Source: an optimization exercise on an open RTL-to-GDS flow (aim: small area). Production flows keep margins and buffers that such runs may drop.
In this exercise RTL edits were held to simulation tests only and were not proved equivalent to the original.
No run shown here takes its clock network from TritonCTS; it comes from the design's own scripts or RTL.
The flow treats the clock pin as an ideal source. Dropping or thinning the clock tree relies on that and would not hold on a real chip.
Power is estimated from default activity; no workload was simulated.

==> design/flow/design.v <==
`timescale 1ns / 1ps
module UpCounter(
    input i_clk,
    input i_reset,
    output [3:0] o_FND_Digit,
    output [7:0] o_FND_Font
    );
    reg [2:0] m;
    reg       g;
    reg [3:0] c1x;               
    wire [3:0] c1 = c1x ^ 4'b0101;
    reg [3:0] d0, d1, d2, d3;
    reg       f;
    function [3:0] bcd_next(input [3:0] b, input e);
        bcd_next = {b[3] ^ (e & b[0] & (b[3] | (b[1] & b[2]))),
                    b[2] ^ (e & b[0] & b[1]),
                    b[1] ^ (e & b[0] & ~b[3]),
                    b[0] ^ e};
    endfunction
    wire cy0 = g & m[2];
    wire cy1 = cy0 & c1[0] & c1[3];
    wire e1  = cy1 & d0[0] & d0[3];
    wire e2  = e1 & d1[0] & d1[3];
    wire e3  = e2 & d2[0] & d2[3];
    wire clr = cy1 & f & d3[2] & d3[1] & d2[1] & d2[0] & d1[3] & d0[1] & d0[0];
    wire [3:0] n0 = bcd_next(d0, cy1);
    wire [3:0] n1 = bcd_next(d1, e1);
    wire [3:0] n2 = bcd_next(d2, e2);
    wire [3:0] n3 = bcd_next(d3, e3);
    always @(posedge i_clk or posedge i_reset) begin
        if (i_reset) begin
            m  <= 3'd0;
            g  <= 1'b0;
            c1x <= 4'd0;
            d0 <= 4'd0;
            d1 <= 4'd0;
            d2 <= 4'd0;
            d3 <= 4'd0;
            f  <= 1'b0;
        end else begin
            m  <= {m[1] & m[0], m[1] ^ m[0], ~(m[0] | m[2])};
            g  <= g ^ m[2];
            c1x <= bcd_next(c1, cy0) ^ 4'b0101;
            d0 <= {n0[3], n0[2] & ~clr, n0[1:0]};
            d1 <= {n1[3] & ~clr, n1[2:0]};
            d2 <= {n2[3:2], n2[1:0] & ~{2{clr}}};
            d3 <= {n3[3], n3[2:1] & ~{2{clr}}, n3[0]};
            f  <= ~clr & (f | (e3 & d3[0] & d3[3]));
        end
    end
    wire [1:0] p = {~(c1[1] ^ d0[0] ^ (c1[0] | g)), ~(c1[0] ^ g)};
    assign o_FND_Digit = ~(4'b0001 << p);
    reg [3:0] dig;
    always @(*) begin
        case (p)
            2'd0: dig = d0;
            2'd1: dig = d1;
            2'd2: dig = d2;
            default: dig = d3;
        endcase
    end
    assign o_FND_Font[0] = (dig[2] & ~dig[1] & ~dig[0]) | (~dig[3] & ~dig[2] & ~dig[1] & dig[0]);
    assign o_FND_Font[1] = (dig[2] & ~dig[1] & dig[0]) | (dig[2] & dig[1] & ~dig[0]);
    assign o_FND_Font[2] = (~dig[2] & dig[1] & ~dig[0]);
    assign o_FND_Font[3] = (dig[2] & ~dig[1] & ~dig[0]) | (~dig[2] & ~dig[1] & dig[0]) | (dig[2] & dig[1] & dig[0]);
    assign o_FND_Font[4] = (dig[0]) | (dig[2] & ~dig[1]);
    assign o_FND_Font[5] = (~dig[2] & dig[1]) | (dig[1] & dig[0]) | (~dig[3] & ~dig[2] & dig[0]);
    assign o_FND_Font[6] = (dig[2] & dig[1] & dig[0]) | (~dig[3] & ~dig[2] & ~dig[1]);
    assign o_FND_Font[7] = 1'b1;
endmodule
==> design/flow/flow/run.sh <==
#!/bin/bash
set -euo pipefail
W=$PWD
F=$W/flow

# synthesis script: synth_recipe.tcl with the abc command redirected to $MY_ABC_SCRIPT
{
  head -n 1 synth_recipe.tcl
  cat <<'TCL'
proc abc {args} {
  set i [lsearch $args -script]
  if {$i >= 0} {
    set args [lreplace $args [expr {$i + 1}] [expr {$i + 1}] $::env(MY_ABC_SCRIPT)]
  }
  yosys abc {*}$args
}
TCL
  tail -n +2 synth_recipe.tcl
} > my_synth.tcl

sed -e "s#SYNTH_SCRIPT=[^ ]*synth_recipe.tcl#SYNTH_SCRIPT=$W/my_synth.tcl ADDER_MAP_FILE=#" standard.sh > my_standard.sh
grep -q "SYNTH_SCRIPT=$W/my_synth.tcl" my_standard.sh

# try each ABC script, synthesis only
best=""; best_area=""
for s in "$F"/abc*.script; do
  n=$(basename "$s" .script)
  sed -e "s#WORK_HOME=[^ ]*#WORK_HOME=$W/trial_$n#" my_standard.sh > "trial_$n.sh"
  ( MY_ABC_SCRIPT=$s bash "trial_$n.sh" synth > "trial_$n.log" 2>&1 || true ) &
done
wait
for s in "$F"/abc*.script; do
  n=$(basename "$s" .script)
  a=$(awk '/Chip area/{print $NF}' "$W"/trial_$n/reports/*/UpCounter/base/synth_stat.txt 2>/dev/null | tail -n 1)
  echo "$n: ${a:-failed}" | tee -a abc_trials.log
  if [[ -n "$a" ]] && { [[ -z "$best" ]] || awk -v a="$a" -v b="$best_area" 'BEGIN{exit !(a < b)}'; }; then
    best=$s; best_area=$a
  fi
done
[[ -n "$best" ]]
echo "chosen: $best ($best_area)" | tee -a abc_trials.log

export MY_ABC_SCRIPT=$best
export BUFFER_PORTS_ARGS="-buffer_cell sky130_fd_sc_hd__buf_1"
export CTS_ARGS="-sink_clustering_enable -repair_clock_nets -dont_use_dummy_load -apply_ndr none -buf_list sky130_fd_sc_hd__clkbuf_8"
export POST_CTS_TCL=$F/post_cts.tcl
bash my_standard.sh > flow_make.log 2>&1
test -f out/final.def
==> design/flow/flow/abc1.script <==
strash
dch
amap
==> design/flow/flow/abc2.script <==
strash
&get -n
&dch -f
&nf -R 1000 -a
&put
==> design/flow/flow/abc3.script <==
strash
balance
rewrite
refactor
balance
rewrite
rewrite -z
balance
refactor -z
rewrite -z
balance
balance
rewrite
refactor
balance
rewrite
rewrite -z
balance
refactor -z
rewrite -z
balance
dch -f
amap
==> design/flow/flow/abc4.script <==
strash
balance
rewrite
refactor
balance
rewrite
rewrite -z
balance
refactor -z
rewrite -z
balance
&get -n
&dch -f
&nf -R 1000 -a
&put
==> design/flow/flow/post_cts.tcl <==
set ::block [ord::get_db_block]
set ::db [ord::get_db]
set ::portnet [$::block findNet i_clk]
set limit [expr {[info exists ::env(POST_CTS_SLEW_PS)] ? $::env(POST_CTS_SLEW_PS) : 118}]

proc collect_sinks {net} {
  set s {}
  foreach it [$net getITerms] {
    if {![$it isInputSignal]} continue
    set inst [$it getInst]
    if {[string match "*clkbuf*" [[$inst getMaster] getName]]} {
      set s [concat $s [collect_sinks [[$inst findITerm X] getNet]]]
    } else {
      lappend s $it
    }
  }
  return $s
}

proc remove_clock_buffers {net} {
  foreach it [$net getITerms] {
    if {![$it isInputSignal]} continue
    set inst [$it getInst]
    if {![string match "*clkbuf*" [[$inst getMaster] getName]]} continue
    set on [[$inst findITerm X] getNet]
    remove_clock_buffers $on
    foreach jt [$on getITerms] { $jt disconnect }
    $it disconnect
    puts "post_cts: removed [$inst getName]"
    odb::dbInst_destroy $inst
    odb::dbNet_destroy $on
  }
}

set ::sinks [collect_sinks $::portnet]
set ::pts {}
foreach it $::sinks {
  set box [[$it getInst] getBBox]
  lappend ::pts [list [expr {([$box xMin] + [$box xMax]) / 2}] [expr {([$box yMin] + [$box yMax]) / 2}]]
}
remove_clock_buffers $::portnet
foreach it $::sinks { $it disconnect }

proc kmeans {pts N} {
  set sorted [lsort -integer -index 1 $pts]
  set cents {}
  for {set k 0} {$k < $N} {incr k} {
    lappend cents [lindex $sorted [expr {int(($k + 0.5) * [llength $sorted] / $N)}]]
  }
  for {set iter 0} {$iter < 30} {incr iter} {
    set assign {}
    foreach p $pts {
      set best 0; set bd 1e30
      for {set k 0} {$k < $N} {incr k} {
        set c [lindex $cents $k]
        set d [expr {abs([lindex $p 0] - [lindex $c 0]) + abs([lindex $p 1] - [lindex $c 1])}]
        if {$d < $bd} { set bd $d; set best $k }
      }
      lappend assign $best
    }
    set nc {}
    for {set k 0} {$k < $N} {incr k} {
      set sx 0; set sy 0; set n 0
      foreach p $pts a $assign {
        if {$a == $k} { incr sx [lindex $p 0]; incr sy [lindex $p 1]; incr n }
      }
      if {$n} { lappend nc [list [expr {$sx / $n}] [expr {$sy / $n}]] } else { lappend nc [lindex $cents $k] }
    }
    set cents $nc
  }
  return [list $assign $cents]
}

set ::made {}
proc build {N cell} {
  foreach m $::made {
    lassign $m inst net
    foreach it [$net getITerms] { $it disconnect }
    [$inst findITerm A] disconnect
    odb::dbInst_destroy $inst
    odb::dbNet_destroy $net
  }
  set ::made {}
  lassign [kmeans $::pts $N] assign cents
  set master [$::db findMaster $cell]
  for {set k 0} {$k < $N} {incr k} {
    set inst [odb::dbInst_create $::block $master clkbuf_${k}_i_clk]
    set net [odb::dbNet_create $::block clknet_${k}_i_clk]
    $net setSigType CLOCK
    [$inst findITerm A] connect $::portnet
    [$inst findITerm X] connect $net
    foreach it $::sinks a $assign { if {$a == $k} { $it connect $net } }
    set c [lindex $cents $k]
    $inst setLocation [expr {[lindex $c 0] - [$master getWidth] / 2}] [expr {[lindex $c 1] - [$master getHeight] / 2}]
    $inst setPlacementStatus PLACED
    lappend ::made [list $inst $net]
  }
  detailed_placement
  estimate_parasitics -placement
  set worst 0
  foreach it $::sinks {
    set pin [get_pins [[$it getInst] getName]/[[$it getMTerm] getName]]
    foreach a {slew_max_rise slew_max_fall} {
      set s [expr {1000.0 * [get_property $pin $a]}]
      if {$s > $worst} { set worst $s }
    }
  }
  return $worst
}

foreach cfg {
  {4 sky130_fd_sc_hd__clkbuf_1}
  {3 sky130_fd_sc_hd__clkbuf_2}
  {4 sky130_fd_sc_hd__clkbuf_2}
  {3 sky130_fd_sc_hd__clkbuf_4}
  {1 sky130_fd_sc_hd__clkbuf_16}
  {2 sky130_fd_sc_hd__clkbuf_16}
} {
  lassign $cfg N cell
  set worst [build $N $cell]
  puts "post_cts: $N x $cell for [llength $::sinks] clock pins, worst estimated clock-pin slew $worst ps"
  if {$worst <= $limit} break
}
check_placement -verbose
==> design/flow/standard.sh <==
#!/bin/bash
# synth_recipe.tcl (not shown) runs the flow's synth.tcl, then flattens the netlist and writes it again
# the make line also repeats each setting of config.mk as NAME=value (left out here)
make -C /OpenROAD-flow-scripts/flow DESIGN_CONFIG=/design/flow/config.mk WORK_HOME=/design/flow/orfs CLKGATE_MAP_FILE= SYNTH_SCRIPT=/design/flow/synth_recipe.tcl "${@:-finish}"
==> design/flow/config.mk <==
export PLATFORM = sky130hd
export DESIGN_NAME = UpCounter
export DESIGN_NICKNAME = UpCounter
export VERILOG_FILES = /design/flow/design.v
export SDC_FILE = /design/flow/constraint.sdc
export NUM_CORES = 4
export LEC_CHECK = 0
export CAP_MARGIN = 20
export CORE_MARGIN = 2
export CORE_UTILIZATION = 36
export PLACE_DENSITY = 0.8
export SLEW_MARGIN = 20
==> design/flow/constraint.sdc <==
create_clock -name core_clock -period 120.0 [get_ports {i_clk}]
set_input_delay 24.0000 -clock core_clock [delete_from_list [all_inputs] [get_ports {i_clk}]]
set_output_delay 24.0000 -clock core_clock [all_outputs]
set_load 0.01 [all_outputs]
==> out/qor.txt, run 1 <==
status - complete, no violations
power per standard cell area - 9.26 nW/um^2
HPWL Detailed - 1690 um
Setup Crit Path Kind - reg -> out
post-synth cell types - 23
YS warnings - 1
Design Power - 0.0122 mW
Post-route DRC - 0
asr flop ratio synth - 100%
hold path endpoint - m[0]
flop-to-flop setup slack - 117450 ps
Seq cells post-synth - 25
initial antenna violation count - 0
largest net degree at the start of global routing - 26
area delta synth->final - 9.78%
area of the multi-input gates - 536 um^2
final slew viol count - 0
WP data arrival - 2280 ps
antenna viol nets, final - 0
crit path max fanout - 5
Logic pwr share - 1.5%
r2r endpoint - d3[3]
clock transition at the registers of the reported paths - 90 ps
switch share - 18.5%
Hold Fails Final Rpt - 0
final period utilization - 21.9%
Reg area - 626 um^2
setup TNS - 0 ps
Crit. End Element - output port
fill cell count - 325
Area after DPL - 1290 um^2
final wirelength - 2350 um
Die ar. - 3820 um^2
fmax - 0.0381 GHz
vias in the first global route - 874
io pins - 14
Initial Util - 38.7%
Rel. slew slack - 38.7%
Synth Flop Type - dfrtp_1
share of post-route cells with drive strength above 1 - 0.704%
worst-case reg-to-reg path depth - 9
Max-cap violations - 0
GRT Util Overall - 12.9%
routed via count - 960
design area - 1320 um^2
Final Util - 42.5%
top cell type by total area after synthesis - dfrtp_1
Synth Cell Area - 1200 um^2
worst r2r src - g
Hold Path Cell Cnt - 1
final worst slack - 93720 ps
register area share after synthesis - 52.0%
Die Height - 61.8 um
Pint - 0.00996 mW
clk_skew - 2.49 ps
# nets final - 146
Clock power frac - 29.7%
Req. time, crit path - 96000 ps
gr ovfl total - 0
hold_sp - m[0]
sequential share of power - 68.9%
RSZ-0062 raised after global routing - false
top cell type's share of synthesized area - 52.0%
Post-Place Worst Slack - 93930 ps
syn nets - 132
NetSw - 0.00226 mW
worst hold path type - reg -> reg
DR vias/cell - 5.16
Core Region - 3100 um^2
DRC marker count from the first detailed-route iteration - 29
diodes inserted - 0
Critical Path Source Type - flop
routed len/inst - 12.6 um
CTS sink cnt - 25
actual slew at the worst max-slew pin - 913 ps
clock latency (worst-skew pair) - 160 ps
Max IR drop VDD - 0.00541 mV
leakage power - 0.599 nW
Post-synth EDFFs - 0
Mean Syn Cell Area - 9.25 um^2
number of buffer cells added on primary ports - 12
FP Rows - 20
Tmin final - 26280 ps
die span in x - 61.8 um
Pre-antenna DRT Iters - 4
gpl congestion - 0.849
Final setup viols - 0
Synth area leaders - dfrtp_1 (52%), a21oi_1 (6.7%), xnor2_1 (5.1%)
Mapped Cells - 130
global-route wire length before repair - 3880 um
==> metal layers <==
metal  vias up  track usage [%]  share of wire [%]
met4         0             1.82                1.5
met5         -                0                  0
met1       466             16.9                 46
met3         4             1.04                4.5
li1        471                -                  -
met2        19             23.8                 48
==> placed cells by master, fill, tap and decap left out, types with 4 or more instances in the layout <==
master | synthesis | layout
a21oi_1 | 16 | 16
clkinv_1 | 9 | 9
dfrtp_1 | 25 | 25
o21ai_0 | 4 | 4
xor2_1 | 4 | 4
nor3_1 | 7 | 7
nand2b_1 | 4 | 4
xnor2_1 | 7 | 7
and3_1 | 9 | 9
nand2_1 | 11 | 11
buf_1 | 0 | 12
nor2_1 | 15 | 15
==> critical path: stages (launching register included) <==
cell and delay [ps]:
dfrtp_1 440, xor2_1 260, xnor2_1 120, nor2b_1 290, a221o_1 290, clkinv_1 120, a21oi_1 210, clkinv_1 100
and3_1 160, buf_1 120
==> through the flow <==
step | hold WS (ps) | cells
after floorplan | 412 | 130
after global placement | 431 | 185
after detailed placement | 432 | 185
after global routing | 470 | 186
final | 439 | 186
==> power groups by stage <==
stage	registers (mW)	logic [mW]	clock network (mW)
after detailed placement	0.00859	0.000196	0
after global routing	0.00842	0.000220	0.00403
after floorplan	0.00858	0.000163	0
after global placement	0.00859	0.000194	0
final	0.00842	0.000181	0.00362
==> cells in the mapped netlist (4+ instances only) <==
library cell and instances:
dfrtp_1 25, a21oi_1 16, nor2_1 15, nand2_1 11
and3_1 9, clkinv_1 9, nor3_1 7, xnor2_1 7
nand2b_1 4, o21ai_0 4, xor2_1 4
==> how the worst max path moves through the flow <==
stage | cells past startpoint | start | to | slack, ps
2_1_floorplan | 9 | c1x[1] | o_FND_Font[3] | 94110
3_3_place_gp | 9 | d0[0] | o_FND_Font[3] | 94020
3_5_place_dp | 9 | d0[0] | o_FND_Font[3] | 93930
5_1_grt | 9 | d0[0] | o_FND_Font[3] | 93470
6_report | 9 | d0[0] | o_FND_Font[3] | 93720
==> kinds of logic after synthesis <==
group,synth area share (%)
AOI/OAI and AO/OA,14.5
xor gates and xnor gates,8.01
buffers and inverters,3.43
DFF,52.0
other,0.312
and+or+nand+nor,21.7
==> area by class of cell <==
type,count,share of cell area [%]
Buffer,1,1.90
Multi-Input combinational cell,95,40.6
Tap cell,44,4.17
Inverter,9,2.56
Timing Repair Buffer,12,3.41
Sequential cell,25,47.4
==> state kept, by name, summed over array words and instances (netlist names) <==
name / cells
c1x: 4
d0: 4
d1: 4
d2: 4
d3: 4
f: 1
g: 1
m: 3
==> run 2: changes to the inputs <==
--- a/design/flow/config.mk
+++ b/design/flow/config.mk
@@ -8,5 +8,4 @@
 export CAP_MARGIN = 20
 export CORE_MARGIN = 2
 export CORE_UTILIZATION = 36
-export PLACE_DENSITY = 0.8
 export SLEW_MARGIN = 20
==> run 2 against run 1 <==
  * Still clean on timing, DRC and antenna
  * Wire length shrank 5.0%
  * Via count is 3.9% lower
  * Largest cell class unchanged
  * Setup slack improved by 23 ps
  * Register-to-register slack improved by 110 ps
  * Synthesized area did not move
  * Final area decreased by 0.19%
  * Die area did not move
  * Critical path type unchanged
  * Maximum frequency is essentially flat
  * Sequential cell count stayed put
==> out/qor.txt, run 2 <==
Crit. End Element - output port
Post-route DRC - 0 (unchanged)
Final setup viols - 0 (unchanged)
number of buffer cells added on primary ports - 12 (unchanged)
Die Height - 61.8 um (unchanged)
gpl congestion - 0.744 (-12%)
worst hold path type - reg -> reg
most common cell after layout, fill and taps aside - dfrtp_1
vias in the first global route - 810 (-7.3%)
io pins - 14 (unchanged)
hold_sp - m[0]
Synth area leaders - dfrtp_1 (52%), a21oi_1 (6.7%), xnor2_1 (5.1%)
clock transition at the registers of the reported paths - 80 ps (about the same)
clk_skew - 10.2 ps (+7.69 ps)
Max-cap violations - 0 (unchanged)
Max IR drop VDD - 0.00482 mV (-11%)
CP max-delay cell - dfrtp_1
CP Cell Sequence - xor2_1 -> xnor2_1 -> nor2b_1 -> a221o_1 -> clkinv_1 -> a21oi_1 -> clkinv_1 -> and3_1 -> buf_1
die span in x - 61.8 um (unchanged)
fin cells - 188 (+1.1%)
Setup Crit Path Kind - reg -> out
post-synth cell types - 23 (unchanged)
routed via count - 923 (-3.9%)
RSZ-0062 raised after global routing - false
Initial Util - 38.7% (unchanged)
Tmin final - 26260 ps (-22.9 ps)
status - complete, no violations
# nets final - 148 (+1.4%)
fmax - 0.0381 GHz (about the same)
final wirelength - 2230 um (-5.0%)
CP max stage delay - 430 ps (about the same)
Pre-antenna DRT Iters - 4 (unchanged)
actual slew at the worst max-slew pin - 866 ps (-46.5 ps)
final period utilization - 21.9% (about the same)
fill cell count - 321 (-1.2%)
highest-count cells in the layout ignoring fill and taps - dfrtp_1 (25), a21oi_1 (16), nor2_1 (15)
diodes inserted - 0 (unchanged)
hold path endpoint - m[0]
HPWL Detailed - 1730 um (+2.2%)
DR vias/cell - 4.91 (-4.9%)
Hold Fails Final Rpt - 0 (unchanged)
setup TNS - 0 ps (unchanged)
Mapped Cells - 130 (unchanged)
antenna viol nets, final - 0 (unchanged)
GRT Util Overall - 12.9% (-0.064 points)
Final Util - 42.5% (-0.081 points)
Post-synth EDFFs - 0 (unchanged)
worst-case reg-to-reg path depth - 9 (unchanged)
YS warnings - 1 (unchanged)
DRC marker count from the first detailed-route iteration - 35 (+21%)
clock latency (worst-skew pair) - 150 ps (about the same)
final slew viol count - 0 (unchanged)
flop-to-flop setup slack - 117560 ps (+110 ps)
power per standard cell area - 8.91 nW/um^2 (-3.8%)
largest net degree at the start of global routing - 26 (unchanged)
Rel. slew slack - 41.8% (+3.1 points)
FP Rows - 20 (unchanged)
Min Hold Slack - 452 ps (+13.2 ps)
Req. time, crit path - 96000 ps (about the same)
r2r endpoint - d3[3]
register area share after synthesis - 52.0% (unchanged)
worst r2r src - g
Critical Path Source Type - flop
crit path max fanout - 5 (unchanged)
placed cells - 185 (unchanged)
Core Region - 3100 um^2 (unchanged)
asr flop ratio synth - 100% (unchanged)
Die ar. - 3820 um^2 (unchanged)
initial antenna violation count - 0 (unchanged)
global-route wire length before repair - 3800 um (-2.0%)
top cell type by total area after synthesis - dfrtp_1
routed len/inst - 11.9 um (-6.0%)
Synth Cell Area - 1200 um^2 (unchanged)
top cell type's share of synthesized area - 52.0% (unchanged)
CP most frequent cell - clkinv_1
most common cell in the synthesized netlist - dfrtp_1
leakage power - 0.600 nW (+0.25%)
Mean Syn Cell Area - 9.25 um^2 (unchanged)
Seq cells post-synth - 25 (unchanged)
Hold Path Cell Cnt - 1 (unchanged)
area delta synth->final - 9.57%
CTS sink cnt - 25 (unchanged)
Design Power - 0.0117 mW (-4.0%)
share of post-route cells with drive strength above 1 - 2.08% (+1.4 points)
syn nets - 132 (unchanged)
WP data arrival - 2260 ps (-20 ps)
Synth Flop Type - dfrtp_1
Synth top cells by count - dfrtp_1 (25), a21oi_1 (16), nor2_1 (15)
gr ovfl total - 0 (unchanged)
==> run 2: cell counts after synthesis <==
Identical to the previous run, type by type.
==> run 2: cells by family (layout without fill, tap and decap cells) <==
| group | Yosys count | in the layout | share of synthesized area, % |
|---|---|---|---|
| and+or+nand+nor | 54 | 54 | 21.7 |
| xor gates and xnor gates | 11 | 11 | 8.01 |
| DFF | 25 | 25 | 52.0 |
| other | 1 | 1 | 0.312 |
| buffers and inverters | 10 | 24 | 3.43 |
| AOI/OAI and AO/OA | 29 | 29 | 14.5 |
==> run 2: critical path: cells and delay by family (launching register included) <==
family                 cells  cell delay, ps
XOR/XNOR                   2             360
AND/OR/NAND/NOR            2             470
buffers and inverters      3             350
AO/OA/AOI/OAI              2             510
flip-flops                 1             430
==> run 2: final cells by class <==
class | instances | area [um^2] | area share, %
repair buffers | 12 | 45.0 | 3.42
inverters | 9 | 33.8 | 2.56
plain buffers | 3 | 22.5 | 1.71
well taps | 44 | 55.1 | 4.18
flip-flops and latches | 25 | 626 | 47.5
multi-input cells | 95 | 536 | 40.6
==> run 2: how the worst max path moves through the flow <==
stage	endpoint	cells after the start	from
2_1_floorplan	o_FND_Font[3]	9	c1x[1]
3_3_place_gp	o_FND_Font[3]	10	d0[0]
3_5_place_dp	o_FND_Font[3]	9	d0[0]
5_1_grt	o_FND_Font[3]	9	d0[0]
6_report	o_FND_Font[3]	9	d0[0]
==> run 2: layer usage <==
layer	vias to the layer above	share of wire, %	global-route usage [%]
li1	474	-	-
met1	425	47	18.2
met2	18	46	21.7
met3	6	4.8	1.24
met4	0	2.2	2.43
met5	-	0	0
==> run 2: power by group <==
group / leakage (nW) / total [mW] / switching, mW / internal [mW]
logic: 0.255 / 0.000182 / 0.000172 / 0.00000998
clock network: 0.0138 / 0.00314 / 0.00194 / 0.00120
registers: 0.331 / 0.00842 / 0 / 0.00842
==> run 2: per-stage QoR <==
stage	instance area [um^2]	worst slack [ps]
after floorplan	1200	94110
after global placement	1290	94010
after detailed placement	1290	93910
after global routing	1320	93470
final	1320	93740
==> run 3: changes to the inputs <==
==> design/flow/flow/abc5.script (new file) <==
strash
&get -n
&dch -f
&nf -a -F 10 -A 10 -E 100 -R 1000
&put
==> design/flow/flow/abc6.script (new file) <==
strash
&get -n
&dch -f
&nf -a -F 20 -A 20 -E 1000 -R 1000 -p
&put
==> design/flow/flow/abc7.script (new file) <==
strash
&get -n
&deepsyn -T 40
&dch -f
&nf -a -F 10 -A 10 -E 100 -R 1000
&put
==> run 3 against run 2 <==
  * Clock power is 15% higher
  * Critical path type unchanged
  * Synthesized cell count fell by 4.6%
  * Highest routed layer is now met3
  * Largest cell class unchanged
  * Register-to-register slack got worse by 240 ps
==> out/qor.txt, run 3 <==
status - complete, no violations
Synth top cells by count - dfrtp_1 (25), nor2_1 (15), a21oi_1 (14)
worst hold path type - reg -> reg
clock transition at the registers of the reported paths - 90 ps (about the same)
most common cell in the synthesized netlist - dfrtp_1
Setup Crit Path Kind - reg -> out
Post-synth EDFFs - 0 (unchanged)
clock latency (worst-skew pair) - 160 ps (about the same)
design area - 1300 um^2 (-1.3%)
area delta synth->final - 9.95%
largest net degree at the start of global routing - 26 (unchanged)
Seq cells post-synth - 25 (unchanged)
asr flop ratio synth - 100% (unchanged)
Hold Fails Final Rpt - 0 (unchanged)
Final Util - 42.2% (-0.22 points)
antenna viol nets, final - 0 (unchanged)
Final setup viols - 0 (unchanged)
HPWL Detailed - 1750 um (+1.5%)
top cell type's share of synthesized area - 52.9% (+0.88 points)
power per standard cell area - 9.40 nW/um^2 (+5.6%)
CP top delay family - compound AO/OA/AOI/OAI gates
final period utilization - 22.3% (+0.41 points)
CTS sink cnt - 25 (unchanged)
final wirelength - 2300 um (+3.1%)
Initial Util - 38.4% (-0.34 points)
Post-route DRC - 0 (unchanged)
setup TNS - 0 ps (unchanged)
final slew viol count - 0 (unchanged)
crit path max fanout - 5 (unchanged)
FP Rows - 20 (unchanged)
top cell type by total area after synthesis - dfrtp_1
Area after DPL - 1270 um^2 (-1.5%)
worst path buffer plus inverter count - 2 (-1)
Pre-antenna DRT Iters - 5 (+1)
# nets final - 140 (-5.4%)
YS warnings - 1 (unchanged)
CP Cell Sequence - xor2_1 -> o21ai_0 -> nor2_1 -> a222oi_1 -> nand2_1 -> xor2_1 -> nor2_1 -> clkinv_1 -> and3_1 -> o21a_1 -> buf_1
Max-cap violations - 0 (unchanged)
diodes inserted - 0 (unchanged)
Die Height - 61.3 um (-0.78%)
global-route wire length before repair - 3940 um (+3.6%)
routed via count - 931 (+0.87%)
syn nets - 126 (-4.5%)
DRC marker count from the first detailed-route iteration - 48 (+37%)
gpl congestion - 0.797 (+7.2%)
io pins - 14 (unchanged)
Post-Place Worst Slack - 93510 ps (-397 ps)
CP max-delay cell - o21ai_0
Core Region - 3080 um^2 (-0.81%)
CP max stage delay - 510 ps (+80 ps)
highest-count cells in the layout ignoring fill and taps - dfrtp_1 (25), nor2_1 (15), a21oi_1 (14)
Synth Flop Type - dfrtp_1
Tmin final - 26740 ps (+487 ps)
Synth Cell Area - 1180 um^2 (-1.7%)
routed len/inst - 12.8 um (+7.7%)
fin cells - 180 (-4.3%)
RSZ-0062 raised after global routing - false
clk_skew - 1.89 ps (-8.29 ps)
actual slew at the worst max-slew pin - 870 ps (+3.35 ps)
Design Power - 0.0122 mW (+4.2%)
Die ar. - 3760 um^2 (-1.5%)
share of post-route cells with drive strength above 1 - 0.735% (-1.3 points)
Critical Path Source Type - flop
Crit. End Element - output port
Synth area leaders - dfrtp_1 (53%), a21oi_1 (5.9%), xnor2_1 (5.2%)
Mapped Cells - 124 (-4.6%)
Req. time, crit path - 96000 ps (about the same)
Max IR drop VDD - 0.00468 mV (-2.8%)
fmax - 0.0374 GHz (-1.8%)
most common cell after layout, fill and taps aside - dfrtp_1
register area share after synthesis - 52.9% (+0.88 points)
post-synth cell types - 27 (+17%)
WP data arrival - 2740 ps (+480 ps)
final worst slack - 93260 ps (-487 ps)
DR vias/cell - 5.17 (+5.3%)
Rel. slew slack - 41.6% (-0.22 points)
number of buffer cells added on primary ports - 12 (unchanged)
leakage power - 0.568 nW (-5.4%)
die span in x - 61.3 um (-0.78%)
Min Hold Slack - 450 ps (-1.63 ps)
gr ovfl total - 0 (unchanged)
placed cells - 179 (-3.2%)
initial antenna violation count - 0 (unchanged)
Mean Syn Cell Area - 9.54 um^2 (+3.1%)
vias in the first global route - 866 (+6.9%)
GRT Util Overall - 13.6% (+0.74 points)
## run 3: worst paths after layout
path                                       to  slack, ps  startpoint  depth (start not counted)
min in group asynchronous                m[2]      23880     i_reset                          2
worst min-delay path                     m[0]        450        m[0]                          1
worst min register to register           m[0]        450        m[0]                          1
max in group asynchronous               d3[0]      95720     i_reset                          2
worst max register to register          d3[1]     117320           g                          8
worst max-delay path            o_FND_Font[0]      93260      c1x[1]                         11
## run 3: kinds of logic (layout without fill, tap and decap cells)
kind of cell           count (synthesis)  in the layout  synth area share (%)
flip-flops                            25             25                  52.9
other                                  1              1                 0.317
XOR/XNOR                              11             11                  8.15
AND/OR/NAND/NOR                       47             47                  18.5
buffers and inverters                 10             22                  3.49
AO/OA/AOI/OAI                         30             30                  16.6
## run 3: power by group
group	total (mW)	internal, mW	switching, mW
Combinational	0.000182	0.00000998	0.000172
Sequential	0.00842	0.00842	0
Clock	0.00362	0.00153	0.00209
## run 3: cell type report
class | count | area (um^2)
fill | 324 | 1780
sequential | 25 | 626
multi-input combinational | 89 | 515
tap | 44 | 55.1
timing repair buffer | 12 | 45.0
inverter | 9 | 33.8
buffer | 1 | 25.0
## run 3: layer usage
layer / track usage, % / up-vias / share of wire, %
li1: - / 460 / -
met1: 20.1 / 455 / 48
met2: 23.6 / 16 / 49
met3: 0.630 / 0 / 3.2
met4: 0.311 / 0 / 0
met5: 0 / - / 0
==> run 4: changes to the inputs <==
--- a/design/flow/flow/post_cts.tcl
+++ b/design/flow/flow/post_cts.tcl
@@ -1,7 +1,7 @@
 set ::block [ord::get_db_block]
 set ::db [ord::get_db]
 set ::portnet [$::block findNet i_clk]
-set limit [expr {[info exists ::env(POST_CTS_SLEW_PS)] ? $::env(POST_CTS_SLEW_PS) : 118}]
+set limit [expr {[info exists ::env(POST_CTS_SLEW_PS)] ? $::env(POST_CTS_SLEW_PS) : 124}]
 
 proc collect_sinks {net} {
   set s {}
@@ -42,21 +42,30 @@
 foreach it $::sinks { $it disconnect }
 
 proc kmeans {pts N} {
+  # k-means with balanced clusters: each holds at most ceil(n/N) sinks
+  set npts [llength $pts]
+  set cap [expr {($npts + $N - 1) / $N}]
   set sorted [lsort -integer -index 1 $pts]
   set cents {}
   for {set k 0} {$k < $N} {incr k} {
-    lappend cents [lindex $sorted [expr {int(($k + 0.5) * [llength $sorted] / $N)}]]
+    lappend cents [lindex $sorted [expr {int(($k + 0.5) * $npts / $N)}]]
   }
   for {set iter 0} {$iter < 30} {incr iter} {
-    set assign {}
-    foreach p $pts {
-      set best 0; set bd 1e30
+    set pairs {}
+    for {set i 0} {$i < $npts} {incr i} {
+      set p [lindex $pts $i]
       for {set k 0} {$k < $N} {incr k} {
         set c [lindex $cents $k]
-        set d [expr {abs([lindex $p 0] - [lindex $c 0]) + abs([lindex $p 1] - [lindex $c 1])}]
-        if {$d < $bd} { set bd $d; set best $k }
+        lappend pairs [list [expr {abs([lindex $p 0] - [lindex $c 0]) + abs([lindex $p 1] - [lindex $c 1])}] $i $k]
       }
-      lappend assign $best
+    }
+    set assign [lrepeat $npts -1]
+    set count [lrepeat $N 0]
+    foreach pr [lsort -integer -index 0 $pairs] {
+      lassign $pr d i k
+      if {[lindex $assign $i] >= 0 || [lindex $count $k] >= $cap} continue
+      lset assign $i $k
+      lset count $k [expr {[lindex $count $k] + 1}]
     }
     set nc {}
     for {set k 0} {$k < $N} {incr k} {
==> run 4 against run 3 <==
  * Largest power group unchanged
  * Global-route usage rose by 0.44 points
  * Setup slack improved by 31 ps
  * Maximum frequency rose by 0.12%
==> out/qor.txt, run 4 <==
worst r2r src - g
switch share - 19.5% (+1.0 points)
Post-route DRC - 0 (unchanged)
Synth Cell Area - 1180 um^2 (unchanged)
antenna viol nets, final - 0 (unchanged)
Clock power frac - 28.1% (-1.5 points)
vias in the first global route - 886 (+2.3%)
Design Power - 0.0120 mW (-2.2%)
Pint - 0.00963 mW (-3.4%)
Seq cells post-synth - 25 (unchanged)
global-route wire length before repair - 4060 um (+3.2%)
share of post-route cells with drive strength above 1 - 2.17% (+1.4 points)
GRT Util Overall - 14.0% (+0.44 points)
Mapped Cells - 124 (unchanged)
Max IR drop VDD - 0.00559 mV (+19%)
worst hold path type - reg -> reg
register area share after synthesis - 52.9% (unchanged)
diodes inserted - 0 (unchanged)
asr flop ratio synth - 100% (unchanged)
Max-cap violations - 0 (unchanged)
Synth area leaders - dfrtp_1 (53%), a21oi_1 (5.9%), xnor2_1 (5.2%)
most common cell in the synthesized netlist - dfrtp_1
gpl congestion - 0.797 (unchanged)
top cell type by total area after synthesis - dfrtp_1
placed cells - 179 (unchanged)
fill cell count - 325 (+0.31%)
Die Height - 61.3 um (unchanged)
sequential share of power - 70.4% (+1.5 points)
area of the multi-input gates - 515 um^2 (unchanged)
Critical Path Source Type - flop
final slew viol count - 0 (unchanged)
most common cell after layout, fill and taps aside - dfrtp_1
clk_skew - 14.9 ps (+13.1 ps)
# nets final - 142 (+1.4%)
clock transition at the registers of the reported paths - 100 ps (about the same)
initial antenna violation count - 0 (unchanged)
Logic pwr share - 1.5% (about the same)
hold_sp - m[0]
highest-count cells in the layout ignoring fill and taps - dfrtp_1 (25), nor2_1 (15), a21oi_1 (14)
Hold Path Cell Cnt - 1 (unchanged)
Initial Util - 38.4% (unchanged)
DR vias/cell - 5.22 (+0.92%)
fin cells - 182 (+1.1%)
Post-synth EDFFs - 0 (unchanged)
Critical Path Source - c1x[1]
Reg area - 626 um^2 (unchanged)
Core Region - 3080 um^2 (unchanged)
largest net degree at the start of global routing - 26 (unchanged)
area delta synth->final - 9.74%
HPWL Detailed - 1750 um (unchanged)
Crit. End Element - output port
gr ovfl total - 0 (unchanged)
CP max-delay cell - o21ai_0
worst-case reg-to-reg path depth - 8 (unchanged)
number of buffer cells added on primary ports - 12 (unchanged)
Tmin final - 26710 ps (-31.2 ps)
CTS sink cnt - 25 (unchanged)
CP Cell Sequence - xor2_1 -> o21ai_0 -> nor2_1 -> a222oi_1 -> nand2_1 -> xor2_1 -> nor2_1 -> clkinv_1 -> and3_1 -> o21a_1 -> buf_1
Final setup viols - 0 (unchanged)
io pins - 14 (unchanged)
power per standard cell area - 9.22 nW/um^2 (-2.0%)
DRC marker count from the first detailed-route iteration - 54 (+13%)
Synth Flop Type - dfrtp_1
NetSw - 0.00233 mW (+3.1%)
die span in x - 61.3 um (unchanged)
clock latency (worst-skew pair) - 160 ps (about the same)
Setup Crit Path Kind - reg -> out
actual slew at the worst max-slew pin - 882 ps (+11.9 ps)
Req. time, crit path - 96000 ps (about the same)
YS warnings - 1 (unchanged)
WP data arrival - 2710 ps (-30 ps)
fmax - 0.0374 GHz (+0.12%)
setup TNS - 0 ps (unchanged)
CP max stage delay - 470 ps (-40 ps)
Synth top cells by count - dfrtp_1 (25), nor2_1 (15), a21oi_1 (14)
top cell type's share of synthesized area - 52.9% (unchanged)
post-synth cell types - 27 (unchanged)
FP Rows - 20 (unchanged)
RSZ-0062 raised after global routing - false
Pre-antenna DRT Iters - 6 (+1)
final period utilization - 22.3% (-0.026 points)
status - complete, no violations
syn nets - 126 (unchanged)
final wirelength - 2390 um (+3.7%)
Die ar. - 3760 um^2 (unchanged)
Hold Fails Final Rpt - 0 (unchanged)
routed via count - 950 (+2.0%)
Mean Syn Cell Area - 9.54 um^2 (unchanged)
leakage power - 0.569 nW (+0.26%)
routed len/inst - 13.1 um (+2.5%)
Rel. slew slack - 40.8% (-0.80 points)
crit path max fanout - 5 (unchanged)
[run 4: cell counts after synthesis]
Identical to the previous run, type by type.
[run 4: cell families (layout without fill, tap and decap cells)]
group | count (synthesis) | after routing | share of synthesized area, %
other | 1 | 1 | 0.317
buffers and inverters | 10 | 24 | 3.49
XOR/XNOR | 11 | 11 | 8.15
AO/OA/AOI/OAI | 30 | 30 | 16.6
flip-flops | 25 | 25 | 52.9
AND/OR/NAND/NOR | 47 | 47 | 18.5
[run 4: critical path: cells and delay by family (launching register included)]
kind | cells | cell delay [ps]
and+or+nand+nor | 4 | 650
AOI/OAI and AO/OA | 3 | 880
xor gates and xnor gates | 2 | 380
DFF | 1 | 430
buffers and inverters | 2 | 220
[run 4: worst paths after layout]
check,to,slack (ps)
setup / recovery,o_FND_Font[0],93290
hold / removal,m[0],450
setup reg to reg,d3[1],117260
hold reg to reg,m[0],450
max in group asynchronous,d3[3],95710
min in group asynchronous,m[2],23870
[run 4: power groups by stage]
stage / combinational (mW) / clock (mW) / sequential, mW
floorplan: 0.000163 / 0 / 0.00858
global placement: 0.000197 / 0 / 0.00859
detailed placement: 0.000200 / 0 / 0.00859
global route: 0.000226 / 0.00376 / 0.00842
finish: 0.000182 / 0.00336 / 0.00842
[run 4: per-stage QoR]
stage,hold slack [ps],utilization [%],setup WS (ps),instance area (um^2)
2_1_floorplan,412,-,93620,1180
3_3_place_gp,426,41.4,93590,1270
3_5_place_dp,440,41.4,93510,1270
5_1_grt,485,42.2,93030,1300
6_report,445,42.2,93290,1300
[run 4: layout make-up]
type	count	area share, %
multi-input cells	89	39.7
flip-flops and latches	25	48.2
repair buffers	12	3.47
inverters	9	2.60
well taps	44	4.24
plain buffers	3	1.74
[run 4: per-layer routing]
layer,part of all wire [%],vias to the layer above,global-route usage [%]
li1,-,462,-
met1,48,469,21.2
met2,47,17,22.6
met3,4.3,2,1.68
met4,0.88,0,1.24
met5,0,-,0

## re-timing with driven ports
Ports are ideal in the flow. The routed layouts listed here were re-timed in OpenROAD.
Step 1: set_driving_cell puts a clkbuf_16 on i_clk and a buf_2 on each other input, an assumption about the parent block.
Step 2, shift: input delay + t, output delay - t, t = (earliest + latest rising clock arrival at the registers) / 2. This alone moves slack from input paths to output paths.
a / b / c = no drivers / after step 1 / after step 2; a / b = the first two.
run	shift t [ns]	slack for setup (ns)	cell pins on the clock port's net
run 1	0.186	93.719 / 93.689 / 93.875	1
run 2	0.186	93.742 / 93.705 / 93.891	3
run 3	0.180	93.255 / 93.231 / 93.411	1
run 4	0.191	93.287 / 93.250 / 93.441	3
After both steps every run listed still meets setup and hold.
